This design comes from an exercise in tuning for small area, a short achievable clock period and few clock cycles on the open sky130 flow, not from production work. Where RTL was checked, it was by simulation tests only, not by an equivalence proof against the original. Function not checked in run 1: the RTL went through the layout flow alone. No run shown here takes its clock network from TritonCTS; it comes from the design's own scripts or RTL. The clock port is modelled as an ideal driver, which makes a skipped or thinned clock tree look cheaper than it is; a real chip needs a root buffer or a tree. Power and IR drop assume default switching activity.

$ cat design/flow/flow/run.sh
#!/bin/bash
# Standard ORFS layout, except: small fast port buffers, a tighter setup repair
# target, and a hand-built one-level clock tree (flow/manual_cts.tcl) in place of TritonCTS.
set -euo pipefail
KNOBS=$(cat flow/knobs.txt)
eval bash standard.sh $KNOBS PRE_CTS_TCL=$PWD/flow/manual_cts.tcl finish > standard_flow.log 2>&1
$ cat design/flow/flow/knobs.txt
BUFFER_PORTS_ARGS='-buffer_cell sky130_fd_sc_hd__buf_2' MATCH_CELL_FOOTPRINT=0 SETUP_SLACK_MARGIN=7.3 MCTS_NBUF=4 MCTS_BUF=sky130_fd_sc_hd__buf_12
$ cat design/flow/flow/manual_cts.tcl
set nbuf $::env(MCTS_NBUF)
set bufm $::env(MCTS_BUF)
set block [ord::get_db_block]
set db [ord::get_db]
set master [$db findMaster $bufm]
set clknet [$block findNet clk]
set sinks [$clknet getITerms]
puts "manual_cts: [llength $sinks] clock sinks, $nbuf x $bufm"

set pts {}
foreach it $sinks {
  set bb [[$it getInst] getBBox]
  lappend pts [list [expr {([$bb xMin] + [$bb xMax]) / 2}] [expr {([$bb yMin] + [$bb yMax]) / 2}]]
}

proc mcts_cmp {axis a b} {
  global mcts_pts
  return [expr {[lindex $mcts_pts $a $axis] - [lindex $mcts_pts $b $axis]}]
}

proc mcts_bisect {ids parts} {
  global mcts_pts
  if {$parts == 1} { return [list $ids] }
  set xs [lsort -integer [lmap i $ids {lindex $mcts_pts $i 0}]]
  set ys [lsort -integer [lmap i $ids {lindex $mcts_pts $i 1}]]
  set axis [expr {([lindex $xs end] - [lindex $xs 0]) >= ([lindex $ys end] - [lindex $ys 0]) ? 0 : 1}]
  set sorted [lsort -command [list mcts_cmp $axis] $ids]
  set p1 [expr {$parts / 2}]
  set h [expr {([llength $sorted] * $p1 + $parts / 2) / $parts}]
  return [concat [mcts_bisect [lrange $sorted 0 [expr {$h - 1}]] $p1] \
                 [mcts_bisect [lrange $sorted $h end] [expr {$parts - $p1}]]]
}

set ::mcts_pts $pts
set ids {}
for {set i 0} {$i < [llength $pts]} {incr i} { lappend ids $i }
set groups [mcts_bisect $ids $nbuf]

set c 0
foreach grp $groups {
  set inst [odb::dbInst_create $block $master "mcts_buf_$c"]
  set net [odb::dbNet_create $block "mcts_clk_$c"]
  $net setSigType CLOCK
  [$inst findITerm A] connect $clknet
  [$inst findITerm X] connect $net
  set sx 0; set sy 0
  foreach i $grp {
    set it [lindex $sinks $i]
    $it disconnect
    $it connect $net
    incr sx [lindex $pts $i 0]; incr sy [lindex $pts $i 1]
  }
  set k [llength $grp]
  set x [expr {$sx / $k - [$master getWidth] / 2}]
  set y [expr {$sy / $k - [$master getHeight] / 2}]
  $inst setLocation $x $y
  $inst setPlacementStatus PLACED
  puts "manual_cts: buffer $c at ($x, $y) drives $k sinks"
  incr c
}
$clknet setSigType CLOCK

# TritonCTS is not run.
rename clock_tree_synthesis orig_clock_tree_synthesis
proc clock_tree_synthesis {args} { puts "manual_cts: TritonCTS skipped" }
$ cat design/flow/flow/size_out.tcl
# POST_CTS hook: registers that drive an output port and also other logic get
# a stronger drive (MOUT_CELL), then the placement is legalised again.
set block [ord::get_db_block]
set db [ord::get_db]
set strong [$db findMaster $::env(MOUT_CELL)]
foreach bt [$block getBTerms] {
  if {[$bt getIoType] ne "OUTPUT"} { continue }
  set pnet [$bt getNet]
  # the port's buffer
  foreach it [$pnet getITerms] {
    if {![$it isOutputSignal]} { continue }
    set buf [$it getInst]
    set a [$buf findITerm A]
    if {$a eq "NULL" || $a eq ""} { continue }
    set n [$a getNet]
    if {$n eq "NULL" || $n eq ""} { continue }
    foreach d [$n getITerms] {
      if {![$d isOutputSignal]} { continue }
      set inst [$d getInst]
      set m [[$inst getMaster] getName]
      if {[llength [$n getITerms]] > 2 && [string match "sky130_fd_sc_hd__dfxtp_*" $m]} {
        puts "size_out: [$inst getName] $m -> [$strong getName]"
        $inst swapMaster $strong
      }
    }
  }
}
detailed_placement
$ cat design/flow/standard.sh
#!/bin/bash
# synth_recipe.tcl (not shown) runs the flow's synth.tcl, then flattens the netlist and writes it again
# the make line also repeats each setting of config.mk as NAME=value (left out here)
make -C /OpenROAD-flow-scripts/flow DESIGN_CONFIG=/design/flow/config.mk WORK_HOME=/design/flow/orfs CLKGATE_MAP_FILE= SYNTH_SCRIPT=/design/flow/synth_recipe.tcl "${@:-finish}"
$ cat design/flow/config.mk
export PLATFORM = sky130hd
export DESIGN_NAME = LZ77_Encoder
export DESIGN_NICKNAME = LZ77_Encoder
export VERILOG_FILES = /design/flow/design.v
export SDC_FILE = /design/flow/constraint.sdc
export NUM_CORES = 8
export LEC_CHECK = 0
export CAP_MARGIN = 20
export CORE_MARGIN = 2
export CORE_UTILIZATION = 50
export PLACE_DENSITY = 0.6
export SLEW_MARGIN = 20
$ cat design/flow/constraint.sdc
create_clock -name core_clock -period 10.0 [get_ports {clk}]
set_input_delay 2.0000 -clock core_clock [delete_from_list [all_inputs] [get_ports {clk}]]
set_output_delay 2.0000 -clock core_clock [all_outputs]
set_load 0.01 [all_outputs]
$ cat design/flow/design.v
module LZ77_Encoder(clk,reset,chardata,valid,encode,finish,offset,match_len,char_nxt);
input               clk;
input               reset;
input       [7:0]   chardata;
output  reg         valid;
output              encode;
output  reg         finish;
output  reg [3:0]   offset;
output  reg [2:0]   match_len;
output      [7:0]   char_nxt;
reg  [7:0] hist [0:9];
reg  [8:0] dead;
reg  [2:0] k;
integer j;
assign encode   = 1'b1;
assign char_nxt = hist[1];
reg  [9:0] hv;
reg        eq1;
reg        done;
wire [8:0] eq;
assign eq[0] = hv[1] & eq1;
genvar g;
generate
    for (g = 2; g <= 9; g = g + 1) begin : cmp
        assign eq[g-1] = hv[g] & (hist[0] == hist[g]);
    end
endgenerate
wire [8:0] nm   = ~dead & eq;
wire       emit = (nm == 9'd0) | (k == 3'd7);
wire       live = hv[0];
wire       last = live & (hist[0] == 8'h24);
reg  [3:0] best;
always @(*) begin
    best = 4'd0;
    for (j = 0; j < 9; j = j + 1)
        if (!dead[j]) best = j;
end
wire [2:0] k_inc = {k[2] ^ (k[1] & k[0]), k[1] ^ k[0], ~k[0]};
always @(posedge clk) begin
    hist[0] <= chardata;
    for (j = 1; j <= 9; j = j + 1)
        hist[j] <= hist[j-1];
    match_len <= k;
    offset    <= (k == 3'd0) ? 4'd0 : best;
    eq1       <= (chardata == hist[0]);
    valid     <= ~reset & live & emit & ~done;
    done      <= ~reset & (done | last);
    finish    <= ~reset & (finish | last);
end
always @(posedge clk or posedge reset) begin
    if (reset)
        hv <= 10'd0;
    else
        hv <= {hv[8:0], 1'b1};
end
always @(posedge clk) begin
    if (emit) begin
        dead <= 9'd0;
        k    <= 3'd0;
    end else begin
        dead <= ~nm;
        k    <= k_inc;
    end
end
endmodule
==> flow_summary.ini, run 1 <==
[detailed_routing]
routed_wl_mm = 5.57
dr_total_vias = 1896
route.detailed.drc = 0
wl_per_cell_um = 13.8
drt_iter0_drc = 69
post_drt_via_cell_ratio = 4.70
drtAntennaViolNets = 0
dr.pass1.iters = 4

[floorplanning]
ios = 28
std_cell_rows = 30
dieArea_um2 = 7810
die_y_um = 88.4
core_area_um2 = 6830
start_util_pct = 52.1
die_width_um = 88.4

[grt]
grt_usage_pct = 15.3
grt_pass1_wl_mm = 9.36
overflow = 0
grt_antenna_before_repair = 0
first_global_vias = 2008
grt_max_degree = 30

[logic_synthesis]
yosysUniqueCellTypes = 30
yosys-top-cells-count = dfxtp_1, xnor2_1, nor2_1
yosys_warnings = 2
synth-async-reset-ratio_pct = 8.85
seq_area_frac_synth_pct = 64.9
synthTopCellsByArea = dfxtp_1, xnor2_1, dfrtp_1, buf_6, xor2_1
synthCells = 283
synth_ff_type = dfxtp_1
syn_area_per_cell_um2 = 12.6
synth_top_area_cell = dfxtp_1
netlist_area_um2 = 3560
synth_edf_count = 0
synth.most_common_cell = dfxtp_1
synth_seq_cells = 113
synth_top_area_share_pct = 57.9

[worst_setup_path]
crit_arrival_ps = 620
path_delay_family = flip-flops
worstSetupStartpointType = flop
rrSetupSlack_ps = 7660
critPathCaptureType = primary output
max_stage_delay_ps = 350
critPathKind = reg -> out
critPathRequiredTime_ps = 8000
cp_num_buf_inv = 1
critPathMaxFanout = 2
crit_chain = buf_2
critPathSlowestCell = dfxtp_1

[finish]
syn_to_final_growth_pct = 7.27
drive_gt1_share_pct = 13.4
fin_nets = 322
num_antenna_cells = 0
fin_util_pct = 55.9

[sta]
rsz0062_at_grt = false
skew_ps = 9.12
tns_ps = 0
final_hold_viol_count = 0
period_needed_ps = 2620
worstMarginPinSlew_ps = 668
setup_viol = 0
setup_slack_ps = 7380
slew_violations = 0
hold-worst-slack_ps = 354
fmax_ghz = 0.382
finalCritPeriodShare_pct = 26.2
relSlewSlack_pct = 55.1

[place]
gp_congestion = 0.830
dp_hpwl_mm = 4.35
io_buffers = 26
place_worst_setup_slack_ps = 7260

[outcome]
run_status = finished clean

[clock_tree]
clk_pin_slew_ps = 110
clock_latency_ps = 140

[pwr]
vdd_drop_max_v = 0.000134
powerDensity_nw_per_um2 = 185
power.total_uw = 705
leakagePower_uw = 0.00148

[flow_run]
drv_cap = 0

[worst_hold_path]
hold_path.class = reg -> reg
[registers in the layout, summed over array words and instances, names as in the netlist]
register,cells
hist,80
hv,10
dead,9
offset,4
k,3
match_len,3
done,1
eq1,1
finish,1
valid,1
[path summary, 6_finish.rpt]
path	end	cells past startpoint	from
worst max-delay path	char_nxt[2]	1	hist[1][2]
worst max register to register	valid	7	hist[0][3]
worst min register to register	hist[2][5]	0	hist[1][5]
min in group asynchronous	hv[1]	3	reset
worst min-delay path	hist[2][5]	0	hist[1][5]
max in group asynchronous	hv[6]	3	reset
[stage by stage]
step           instance area, µm²  std cells
3_3_place_gp                 3720        397
3_5_place_dp                 3720        397
2_1_floorplan                3560        284
5_1_grt                      3820        403
6_report                     3820        403
[cell type report]
class / count / area (µm²)
Sequential cell: 113 / 2320
Timing Repair Buffer: 28 / 145
Inverter: 11 / 45.0
Fill cell: 639 / 3010
Multi-Input combinational cell: 151 / 1110
Tap cell: 96 / 120
Buffer: 4 / 80.1
[cell families after synthesis]
| logic type | Yosys count | share of synthesized area [%] |
|---|---|---|
| other | 1 | 0.105 |
| and+or+nand+nor | 63 | 9.73 |
| adders and majority gates | 3 | 1.05 |
| DFF | 113 | 64.9 |
| AOI/OAI and AO/OA | 11 | 2.57 |
| xor gates and xnor gates | 72 | 17.7 |
| buffers and inverters | 20 | 3.90 |
[worst reg2reg max path: stages (launching register included)]
cell     delay, ps
dfxtp_1        720
xnor2_1        150
nand3_1         90
nor3_1          70
or4_4          570
o41ai_4        290
buf_4          220
and4_1         190
[cell usage in the layout (no fill, tap or decap)]
cell        instances
and3_2              1
conb_1              2
a211oi_1            1
o41ai_4             1
nor2_1             15
a41oi_1             1
nand2_1             5
o21ai_0             2
nand4_1            10
a21oi_1             4
nor4_1              1
or4_4               1
dfxtp_1           100
dfrtp_1            10
xnor2_1            64
buf_12              4
and4bb_2            1
or3_1               1
nor3_1              9
inv_1              10
and4_1              1
xor2_1              8
buf_4               2
dfxtp_2             3
nand3_1            10
nand3b_1            6
buf_2              26
clkinvlp_4          1
ha_1                3
a31oi_1             1
nor4b_1             1
o311a_2             1
nor3b_1             1
[report_power, final]
part	internal [µW]	switching, µW	leakage (µW)	total (µW)
registers	472	18.8	0.000977	491
clock network	65.3	107	0.0000376	172
logic	24.9	17.8	0.000467	42.7
total	562	143	0.00148	705
[routing by layer]
layer / wire length, µm / vias to the layer above / global-route usage [%]
li1: - / 969 / -
met1: 2530 / 892 / 20.1
met2: 2800 / 29 / 28.6
met3: 138 / 6 / 0.746
met4: 94 / 0 / 2.07
met5: 0 / - / 0
==> run 2, diff against run 1 <==
==> design/flow/design.v (replaced) <==
module LZ77_Encoder(clk,reset,chardata,valid,encode,finish,offset,match_len,char_nxt);
input               clk;
input               reset;
input       [7:0]   chardata;
output  reg         valid;
output              encode;
output  reg         finish;
output  reg [3:0]   offset;
output  reg [2:0]   match_len;
output      [7:0]   char_nxt;
reg  [7:0] hist [0:8];
reg  [8:0] hv;
reg        eq9l, eq9h;
reg        eq1;
reg  [8:0] dead;
reg  [2:0] k;
integer j;
assign encode   = 1'b1;
assign char_nxt = hist[1];
wire [8:0] eq;
genvar g;
generate
    for (g = 2; g <= 8; g = g + 1) begin : cmp
        assign eq[g-1] = hv[g] & (hist[0] == hist[g]);
    end
endgenerate
assign eq[0] = hv[1] & eq1;
assign eq[8] = eq9l & eq9h;
wire       live = hv[0];
wire [8:0] nm   = ~dead & eq;
wire       emit = (nm == 9'd0) | (k == 3'd7) | ~live;
wire       last = live & (hist[0] == 8'h24);
reg  [3:0] best;
always @(*) begin
    best = 4'd0;
    for (j = 0; j < 9; j = j + 1)
        if (!dead[j]) best = j;
end
wire [2:0] k_inc = {k[2] ^ (k[1] & k[0]), k[1] ^ k[0], ~k[0]};
always @(posedge clk) begin
    hist[0] <= chardata;
    for (j = 1; j <= 8; j = j + 1)
        hist[j] <= hist[j-1];
    eq1       <= (chardata == hist[0]);
    eq9l      <= hv[8] & (chardata[3:0] == hist[8][3:0]);
    eq9h      <= (chardata[7:4] == hist[8][7:4]);
    match_len <= k;
    offset    <= best & {4{|k}};
    valid     <= ~reset & live & emit & ~finish;
    finish    <= ~reset & (finish | last);
end
reg  [3:0] c;
always @(*) begin
    hv[0] = c[3] | c[2] | c[1] | c[0];
    hv[1] = c[3] | c[2] | c[1];
    hv[2] = c[3] | c[2] | (c[1] & c[0]);
    hv[3] = c[3] | c[2];
    hv[4] = c[3] | (c[2] & (c[1] | c[0]));
    hv[5] = c[3] | (c[2] & c[1]);
    hv[6] = c[3] | (c[2] & c[1] & c[0]);
    hv[7] = c[3];
    hv[8] = c[3] & c[0];
end
wire [3:0] c_inc = {c[3] | (c[2] & c[1] & c[0]), c[2] ^ (c[1] & c[0]), c[1] ^ c[0], ~c[0] | c[3]};
always @(posedge clk) begin
    c <= reset ? 4'd0 : c_inc;
end
always @(posedge clk) begin
    if (emit) begin
        dead <= 9'd0;
        k    <= 3'd0;
    end else begin
        dead <= ~nm;
        k    <= k_inc;
    end
end
endmodule
==> design/flow/flow/run.sh (replaced) <==
#!/bin/bash
# Standard ORFS layout (the standard.sh, with the standard synthesis), except:
#  - port buffers are sky130_fd_sc_hd__buf_2, and timing repair may resize
#    cells across footprints;
#  - a tighter setup repair target (SETUP_SLACK_MARGIN in flow/knobs.txt);
#  - a hand-built one-level clock tree (flow/manual_cts.tcl) in place of
#    TritonCTS: the clock port drives 4 buffers, each driving a quarter of
#    the registers.
# The whole make output goes to standard_flow.log; ORFS keeps each step's
# own log under orfs/logs/.
set -euo pipefail
KNOBS=$(cat flow/knobs.txt)
eval bash standard.sh $KNOBS PRE_CTS_TCL=$PWD/flow/manual_cts.tcl finish > standard_flow.log 2>&1
==> design/flow/flow/knobs.txt (replaced) <==
BUFFER_PORTS_ARGS='-buffer_cell sky130_fd_sc_hd__buf_1' MATCH_CELL_FOOTPRINT=0 SETUP_SLACK_MARGIN=7.3 MCTS_NBUF=4 MCTS_BUF=sky130_fd_sc_hd__buf_12
removed: design/flow/flow/size_out.tcl
==> flow_summary.ini, run 2 <==
[pwr]
swShare_pct = 20.6
power.total_uw = 634
clock_power_share_pct = 24.8
pwr-share-comb_pct = 6.7
pwr-share-seq_pct = 68.5
leakagePower_uw = 0.00126
switching_power_uw = 131
powerDensity_nw_per_um2 = 183
vdd_drop_max_v = 0.000150
internal-power_uw = 504

[logic_synthesis]
synth_ff_type = dfxtp_1
synth_top_area_cell = dfxtp_1
synth_seq_cells = 100
yosys-top-cells-count = dfxtp_1, xnor2_1, xor2_1
netlist_area_um2 = 3270
synthCells = 279
synth.most_common_cell = dfxtp_1
synth_top_area_share_pct = 61.3
synth_edf_count = 0
synthTopCellsByArea = dfxtp_1, xnor2_1, xor2_1, nor4_1, ha_1
yosysUniqueCellTypes = 28
yosys_warnings = 2
synth-async-reset-ratio_pct = 0
syn_area_per_cell_um2 = 11.7
seq_area_frac_synth_pct = 61.3

[detailed_routing]
drt_iter0_drc = 91
drtAntennaViolNets = 0
dr.pass1.iters = 4
dr_total_vias = 1889
route.detailed.drc = 0
post_drt_via_cell_ratio = 5.05
wl_per_cell_um = 15.4
routed_wl_mm = 5.75

[worst_setup_path]
critPathSlowestCell = dfxtp_1
critPathMaxFanout = 3
crit_chain = buf_1
critPathCaptureType = primary output
worstSetupStartpointType = flop
max_stage_delay_ps = 370
critPathRequiredTime_ps = 8000
cp_num_buf_inv = 1
path_delay_family = flip-flops
crit_arrival_ps = 650
critPathKind = reg -> out

[sta]
setup_slack_ps = 7350
skew_ps = 8.36
worstMarginPinSlew_ps = 615
tns_ps = 0
fmax_ghz = 0.377
rsz0062_at_grt = false
finalCritPeriodShare_pct = 26.5
final_hold_viol_count = 0
setup_viol = 0
relSlewSlack_pct = 59.0
period_needed_ps = 2650
slew_violations = 0

[finish]
layout_commonest_cell = dfxtp_1
top_regs = hist x72, dead x9
fin_util_pct = 54.5
layout_common_cells = dfxtp_1, xnor2_1, buf_1
largest_reg_flops = 72
largest-register = hist
nFillCells = 586
num_antenna_cells = 0
multi_input_area_um2 = 1140
drive_gt1_share_pct = 3.70
regArea_um2 = 2000
syn_to_final_growth_pct = 6.05
fin_nets = 314

[place]
gp_congestion = 0.817
place_worst_setup_slack_ps = 7300
io_buffers = 26
dp_hpwl_mm = 4.42

[floorplanning]
std_cell_rows = 29
die_y_um = 84.8
start_util_pct = 51.4
dieArea_um2 = 7190
core_area_um2 = 6350
die_width_um = 84.8
ios = 28

[grt]
grt_max_degree = 26
grt_antenna_before_repair = 0
grt_usage_pct = 16.3
grt_pass1_wl_mm = 9.32
first_global_vias = 1801
overflow = 0

[clock_tree]
clk_pin_slew_ps = 90
hold_buffers = 0
clock_latency_ps = 130

[flow_run]
drv_cap = 0

[worst_hold_path]
hold_path.class = reg -> reg

[outcome]
run_status = finished clean
-- run 2: cell types whose count changed in the layout (fill, tap and decap cells not counted), moves of 4 or more --
cell,previous run,this run
buf_1,0,25
nor2_2,0,4
nor3_1,9,1
xor2_1,8,16
nand3b_1,6,0
dfrtp_1,10,0
xnor2_1,64,57
buf_2,26,0
nor4_1,1,11
a31oi_1,1,5
-- run 2: through the flow --
step	area, µm²	hold WS [ps]	instances
floorplan	3270	326	279
global placement	3380	331	370
detailed placement	3380	334	370
CTS	3460	342	374
global route	3460	364	374
finish	3460	354	374
-- run 2: power groups by stage --
stage | Clock (µW) | Sequential [µW] | Combinational, µW
after detailed placement | 0 | 443 | 43.1
after global placement | 0 | 443 | 43.5
after CTS | 125 | 444 | 43.5
after global routing | 175 | 437 | 47.0
after floorplan | 0 | 435 | 37.4
final | 157 | 434 | 42.7
-- run 2: cells by family (layout without fill, tap and decap cells) --
group	count (synthesis)	in the layout	share of synthesized area [%]
xor gates and xnor gates	73	73	19.6
buffers and inverters	24	42	3.75
AOI/OAI and AO/OA	17	17	3.30
and+or+nand+nor	59	59	10.0
other	1	1	0.115
adders and majority gates	5	5	1.92
DFF	100	100	61.3
-- run 2: timing repair --
item	CTS	global route
endpoints found under the setup margin	1	0
resized for setup	1	0
setup buffers	0	0
-- run 2: final timing paths --
check | start | end | slack, ps | depth (start not counted)
min reg2reg | hist[1][6] | hist[2][6] | 350 | 0
max | finish | finish | 7350 | 1
min | hist[1][6] | hist[2][6] | 350 | 0
max reg2reg | hist[0][4] | valid | 7530 | 6
-- run 2: area by class of cell --
cell class / instances / share of cell area [%]
sequential: 100 / 57.8
timing repair buffer: 26 / 2.85
multi-input combinational: 155 / 32.9
buffer: 4 / 2.31
inverter: 12 / 1.30
tap: 77 / 2.78
-- run 2: worst reg2reg max path, cell delays in order, from the launching register on --
cell and delay (ps):
dfxtp_1 660, xnor2_1 230, o2111ai_1 200, nor4_1 390
nor2_1 100, a311o_1 530, nor4b_1 240
-- run 2: layer usage --
metal | global-route usage (%) | part of all wire [%]
met5 | 0 | 0
met4 | 2.45 | 1.8
met3 | 1.46 | 6.6
met2 | 27.2 | 47
met1 | 23.9 | 45
Testbench counts of run 2, summed over its fixed seeds: cycles 49,224.
==> run 3, diff against run 2 <==
==> design/flow/flow/knobs.txt (replaced) <==
BUFFER_PORTS_ARGS='-buffer_cell sky130_fd_sc_hd__buf_2' MATCH_CELL_FOOTPRINT=0 SETUP_SLACK_MARGIN=7.3 MCTS_NBUF=4 MCTS_BUF=sky130_fd_sc_hd__buf_12
==> flow_summary.ini, run 3 <==
[sta]
slew_violations = 0
rsz0062_at_grt = false
tns_ps = 0
relSlewSlack_pct = 54.7
worstMarginPinSlew_ps = 674
finalCritPeriodShare_pct = 26.1
period_needed_ps = 2610
skew_ps = 8.47
setup_viol = 0
final_hold_viol_count = 0
fmax_ghz = 0.383

[logic_synthesis]
netlist_area_um2 = 3270
seq_area_frac_synth_pct = 61.3
synth_top_area_share_pct = 61.3
synthCells = 279
synth_seq_cells = 100
yosysUniqueCellTypes = 28
synth_top_area_cell = dfxtp_1
synthTopCellsByArea = dfxtp_1, xnor2_1, xor2_1, nor4_1, ha_1
synth-async-reset-ratio_pct = 0
syn_area_per_cell_um2 = 11.7
synth_ff_type = dfxtp_1
synth_edf_count = 0
synth.most_common_cell = dfxtp_1
yosys-top-cells-count = dfxtp_1, xnor2_1, xor2_1
yosys_warnings = 2

[worst_setup_path]
critPathKind = reg -> out
crit_chain = buf_2
critPathMaxFanout = 2
max_stage_delay_ps = 340
cp_num_buf_inv = 1
crit_arrival_ps = 610
path_delay_family = flip-flops
reg2regPathDepth = 5
critPathCaptureType = primary output
critPathRequiredTime_ps = 8000
critPathSlowestCell = dfxtp_1
worstSetupPathDepth = 1
worstSetupStartpointType = flop

[pwr]
switching_power_uw = 133
pwr-share-seq_pct = 68.1
power.total_uw = 638
pwr-share-comb_pct = 6.8
leakagePower_uw = 0.00135
powerDensity_nw_per_um2 = 182
internal-power_uw = 505
clock_power_share_pct = 25.1
vdd_drop_max_v = 0.000165
swShare_pct = 20.9

[floorplanning]
die_width_um = 84.8
die_y_um = 84.8
ios = 28
core_area_um2 = 6350
std_cell_rows = 29
start_util_pct = 51.4
dieArea_um2 = 7190

[finish]
instances_no_fill = 374
layout_common_cells = dfxtp_1, xnor2_1, buf_2
num_antenna_cells = 0
layout_commonest_cell = dfxtp_1
drive_gt1_share_pct = 12.5
fin_util_pct = 55.1
largest-register = hist
largest_reg_flops = 72
fin_nets = 314
top_regs = hist x72, dead x9
syn_to_final_growth_pct = 7.05

[detailed_routing]
dr_total_vias = 1839
routed_wl_mm = 5.89
drtAntennaViolNets = 0
dr.pass1.iters = 4
post_drt_via_cell_ratio = 4.92
wl_per_cell_um = 15.7
drt_iter0_drc = 43
route.detailed.drc = 0

[grt]
grt_max_degree = 26
grt_pass1_wl_mm = 9.75
grt_usage_pct = 16.9
grt_antenna_before_repair = 0
first_global_vias = 1895
overflow = 0

[clock_tree]
clock_latency_ps = 130
clk_pin_slew_ps = 100

[worst_hold_path]
hold-path-cell-count = 0
hold_path.class = reg -> reg

[place]
gp_congestion = 0.889
io_buffers = 26
dp_hpwl_mm = 4.54
dp_cells = 370

[flow_run]
drv_cap = 0

[outcome]
run_status = finished clean
[run 3: cell counts after synthesis]
Identical to the previous run, type by type.
[run 3: power by group through the flow]
stage                     Combinational, µW  Sequential [µW]  Clock (µW)
after floorplan                        37.4              435           0
after global placement                 44.5              443           0
after detailed placement               44.2              444           0
after CTS                              44.4              444         125
after global routing                   48.1              437         177
final                                  43.6              434         160
[run 3: worst paths after layout]
kind	from	endpoint	slack, ps
max	hist[1][7]	char_nxt[7]	7390
min	hist[1][3]	hist[2][3]	350
max reg2reg	hist[0][2]	valid	7520
min reg2reg	hist[1][3]	hist[2][3]	350
[run 3: per-stage QoR]
stage               hold WS, ps  worst slack, ps  area, µm²
finish                      349             7390       3500
global route                354             7300       3500
CTS                         330             7310       3490
detailed placement          335             7320       3410
global placement            329             7360       3410
floorplan                   326             7560       3270
[run 3: cell type report]
type                       count  area, µm²
fill                         575       2850
sequential                   100       2000
multi-input combinational    155       1140
timing repair buffer          26        130
tap                           77       96.3
buffer                         4       80.1
inverter                      12       45.0
[run 3: cells by family after synthesis]
logic type / count (synthesis) / synth area share (%)
AND/OR/NAND/NOR: 59 / 10.0
other: 1 / 0.115
XOR/XNOR: 73 / 19.6
buffers and inverters: 24 / 3.75
flip-flops: 100 / 61.3
adder cells (fa/ha/maj): 5 / 1.92
AO/OA/AOI/OAI: 17 / 3.30
[run 3: per-layer routing]
layer,track usage (%),share of wire [%]
met5,0,0
met4,1.73,0.99
met3,1.36,2.7
met2,29.6,49
met1,23.9,48
[run 3: repair_timing]
action / 4_1_cts / 5_1_grt
pin swaps: 1 / 0
resized for setup: 0 / 1
setup buffers: 0 / 0
hold buffers: 0 / 0
endpoints found under the setup margin: 1 / 1

re-timing with driven ports:
The flow's constraints put no driver on any port. The routed layouts listed below were extracted and timed again, unchanged, in two steps.
Step 1, drivers: a clkbuf_16 drives clk and a buf_2 each remaining input, both assumed.
Step 2 adds t to the input delays and takes it off the output delays; t is the mean of the earliest and latest rising clock arrival at the registers after step 1. Input paths then give back, and output paths get back, about the clock's delay inside the block.
Slacks: ideal ports / drivers / drivers and shift; pairs: ideal ports / drivers.
run	shift t [ns]	setup WS [ns]	worst setup path at the end	clock arrival spread, ns	worst register clock-pin slew, ns
run 1	0.217	7.379 / 7.298 / 7.394	input to register	0.009 / 0.009	0.11 / 0.11
run 2	0.209	7.351 / 7.268 / 7.304	input to register	0.008 / 0.008	0.09 / 0.09
run 3	0.210	7.390 / 7.310 / 7.337	input to register	0.009 / 0.009	0.10 / 0.10
After both steps setup and hold are still met in every run listed. The setup slack of run 3, which loses most, moves by -0.080 ns with the drivers and by -0.053 ns with both steps.
